This is an optimization exercise on Yosys and OpenROAD, whose aim is small area and a short achievable clock period, not a production implementation.
Where RTL was checked, it was by simulation tests only, not by an equivalence proof against the original.
Power figures rest on the tool's default switching activity, not on a simulated workload.

Design tta16, start of the top module:
module tta16 (
	input		cpu_clk_i,
	input		cpu_rst_i,
	output	reg		wb_cyc_o,
	output	reg	[1:0]	wb_stb_o,
	output	reg		wb_we_o,
	input			wb_ack_i,
	input			wb_rty_i,
	input			wb_err_i,
	output		[2:0]	wb_cti_o,
	output		[1:0]	wb_bte_o,
	output		[22:0]	wb_adr_o,
	output		[1:0]	wb_sel_o,
	output		[15:0]	wb_dat_o,
	input		[1:0]	wb_sel_i,
	input		[15:0]	wb_dat_i,
	output			imem_en_o,
	output	reg	[9:0]	imem_adr_o,
	input		[31:0]	imem_dat_i,
	output	reg	[1:0]	imem_we_o,
	output		[9:0]	imem_wadr_o,
	output	reg	[15:0]	imem_wdat_o
);
Size in the first run: about 3200 cells after synthesis, roughly 590 flip-flops, roughly 140 I/O pins.
Settings: LEC_CHECK=0, ABC_AREA=1, CAP_MARGIN=20, CORE_MARGIN=2, CORE_UTILIZATION=40, PLACE_DENSITY=0.6, SETUP_SLACK_MARGIN=4.5, SLEW_MARGIN=20; clock period 8.0 ns.
standard.sh (not shown) runs the stock make flow with config.mk's settings and CLKGATE_MAP_FILE= SYNTH_SCRIPT=/design/flow/synth_recipe.tcl, a recipe that flattens the netlist after the stock synthesis.
==> flow/flow/run.sh <==
#!/bin/bash
# The standard layout, with faster port buffers (buf_4 in place of the
# delay-buffer cell buffer_ports picks by default), which the resizer may
# then size as usual.
set -euo pipefail
export BUFFER_PORTS_ARGS="-buffer_cell sky130_fd_sc_hd__buf_4"
bash standard.sh > standard.log 2>&1
Rerun with:
Settings changed: ABC_AREA 1 to not set, ABC_CLOCK_PERIOD_IN_PS set to 3500.
What happened: The new run completed without violations. Worst hold slack is about the same. Critical path depth decreases by 1. First-iteration DRC count goes up by 22%. Synthesized area rises by 8.9%. Power went up by 9.5%. Clock skew went up by 0.0051 ns. Count of clock-buffer cells in the layout goes up by 1. Final area came out higher by 8.4%. Maximum frequency rose by 2.0%. Via count rose by 9.4%. Synthesized cell count rose by 0.85%.
Function was not checked in any run of this note: the RTL went through the layout flow alone.

---

tta16, a different RTL version from the one above (not shown whole).
Size: roughly 3,400 cells after synthesis, ~140 I/O pins, roughly 34,000 µm² of cells after synthesis.
## tta16
module tta16 (
	input		cpu_clk_i,
	input		cpu_rst_i,
	output	reg		wb_cyc_o,
	output	reg	[1:0]	wb_stb_o,
	output	reg		wb_we_o,
	input			wb_ack_i,
	input			wb_rty_i,
	input			wb_err_i,
	output		[2:0]	wb_cti_o,
	output		[1:0]	wb_bte_o,
	output		[22:0]	wb_adr_o,
	output		[1:0]	wb_sel_o,
	output		[15:0]	wb_dat_o,
	input		[1:0]	wb_sel_i,
	input		[15:0]	wb_dat_i,
	output			imem_en_o,
	output	reg	[9:0]	imem_adr_o,
	input		[31:0]	imem_dat_i,
	output	reg	[1:0]	imem_we_o,
	output		[9:0]	imem_wadr_o,
	output	reg	[15:0]	imem_wdat_o
);
==> flow/config.mk <==
export PLATFORM = sky130hd
export DESIGN_NAME = tta16
export DESIGN_NICKNAME = tta16
export VERILOG_FILES = /design/flow/design.v
export SDC_FILE = /design/flow/constraint.sdc
export NUM_CORES = 4
export LEC_CHECK = 0
export ABC_AREA = 1
export CAP_MARGIN = 20
export CORE_MARGIN = 2
export CORE_UTILIZATION = 40
export PLACE_DENSITY = 0.6
export SETUP_SLACK_MARGIN = 4.4
export SLEW_MARGIN = 20
==> flow/constraint.sdc <==
create_clock -name core_clock -period 8.0 [get_ports {cpu_clk_i}]
set_input_delay 1.6000 -clock core_clock [delete_from_list [all_inputs] [get_ports {cpu_clk_i}]]
set_output_delay 1.6000 -clock core_clock [all_outputs]
set_load 0.01 [all_outputs]
==> flow/flow/run.sh <==
#!/bin/bash
# The standard layout, with faster port buffers (buf_2 in place of the
# delay-buffer cell buffer_ports picks by default), which the resizer may
# then size as usual.
set -euo pipefail
export BUFFER_PORTS_ARGS="-buffer_cell sky130_fd_sc_hd__buf_2"
bash standard.sh > standard.log 2>&1
The starting point produced a clean layout.
Then changed:
==> flow/flow/run.sh (replaced) <==
#!/bin/bash
# The standard layout, with faster port buffers (buf_4 in place of the
# delay-buffer cell buffer_ports picks by default), which the resizer may
# then size as usual.
set -euo pipefail
export BUFFER_PORTS_ARGS="-buffer_cell sky130_fd_sc_hd__buf_4"
bash standard.sh > standard.log 2>&1
Settings changed: CORE_UTILIZATION 40 to 50, PLACE_DENSITY 0.6 to 0.75, SETUP_SLACK_MARGIN 4.4 to 4.5.
=> Wire length drops by about 4%; synthesized area stays the same; global-route usage climbs by 5.3 points; sequential cell count stays the same; synthesized cell count stays the same; fmax hardly moves; worst setup slack barely changes; power is about the same.
Then changed:
Settings changed: ABC_AREA 1 to unset, ABC_CLOCK_PERIOD_IN_PS set to 3500, CORE_UTILIZATION 50 to 40, PLACE_DENSITY 0.75 to 0.6.
Outcome: The new run completed with no timing, DRC or antenna violations. Die area goes up by 30%. Global-route usage shrinks by 5.5 points. Via count rose by 1.8%. Wire length came out higher by 9.4%. Utilization drops by 12 points. Clock skew increases by 0.014 ns.
Then changed:
Settings changed: ABC_AREA set to 1, ABC_CLOCK_PERIOD_IN_PS 3500 to unset, SETUP_SLACK_MARGIN 4.5 to 4.8.
Effect:
- The new run went through all stages and came out clean
- worst hold slack gains 0.011 ns
- first-iteration DRC count came out lower by roughly a tenth
- area after synthesis came out lower by a few percent
- maximum frequency came out higher slightly
- worst setup slack gains 0.059 ns
- global-route usage came out higher by 0.97 points
- wire length came out lower by a few percent
- clock-buffer cell count is unchanged
- total power came out higher slightly
- sequential share of layout area came out higher by 0.57 points
- critical path depth came out higher by 4

-- static timing again, ports no longer ideal --
The results above use ideal ports. As a check the final layouts listed here were re-extracted and re-timed, cells and wires unchanged. Step 1 sets driving cells, clkbuf_16 on the clock port and buf_2 on the other inputs (assumed; they add their load-dependent delay and slew). Step 2 times the ports against the registers' clock, not the clock port: input delays grow and output delays shrink by t, the midpoint of the rising clock arrivals with the driver on. Slacks: ideal / step 1 / step 2; pairs: ideal / step 1.
run | t, ns | setup WS [ns] | hold slack, ns | latest minus earliest clock arrival (ns) | worst data-port slew with drivers (ns)
the first run of note 1 | 0.671 | 4.356 / 4.397 / 3.726 | 0.414 / 0.414 / 0.414 | 0.035 / 0.035 | 0.06
the second run of note 1 | 0.704 | 4.427 / 4.443 / 3.739 | 0.417 / 0.417 / 0.417 | 0.038 / 0.038 | 0.13
the first run of note 2 | 0.690 | 4.437 / 4.414 / 3.778 | 0.419 / 0.419 / 0.419 | 0.037 / 0.036 | 0.07
the second run of note 2 | 0.675 | 4.437 / 4.480 / 3.805 | 0.417 / 0.417 / 0.417 | 0.027 / 0.027 | 0.07
the third run of note 2 | 0.701 | 4.566 / 4.570 / 3.907 | 0.409 / 0.409 / 0.409 | 0.043 / 0.043 | 0.07
the fourth run of note 2 | 0.689 | 4.626 / 4.626 / 3.962 | 0.420 / 0.420 / 0.420 | 0.036 / 0.035 | 0.10
After both steps every run listed still meets setup and hold. The setup slack of the second run of note 1, which loses most, moves by +0.016 ns with the drivers and by -0.688 ns with both steps.
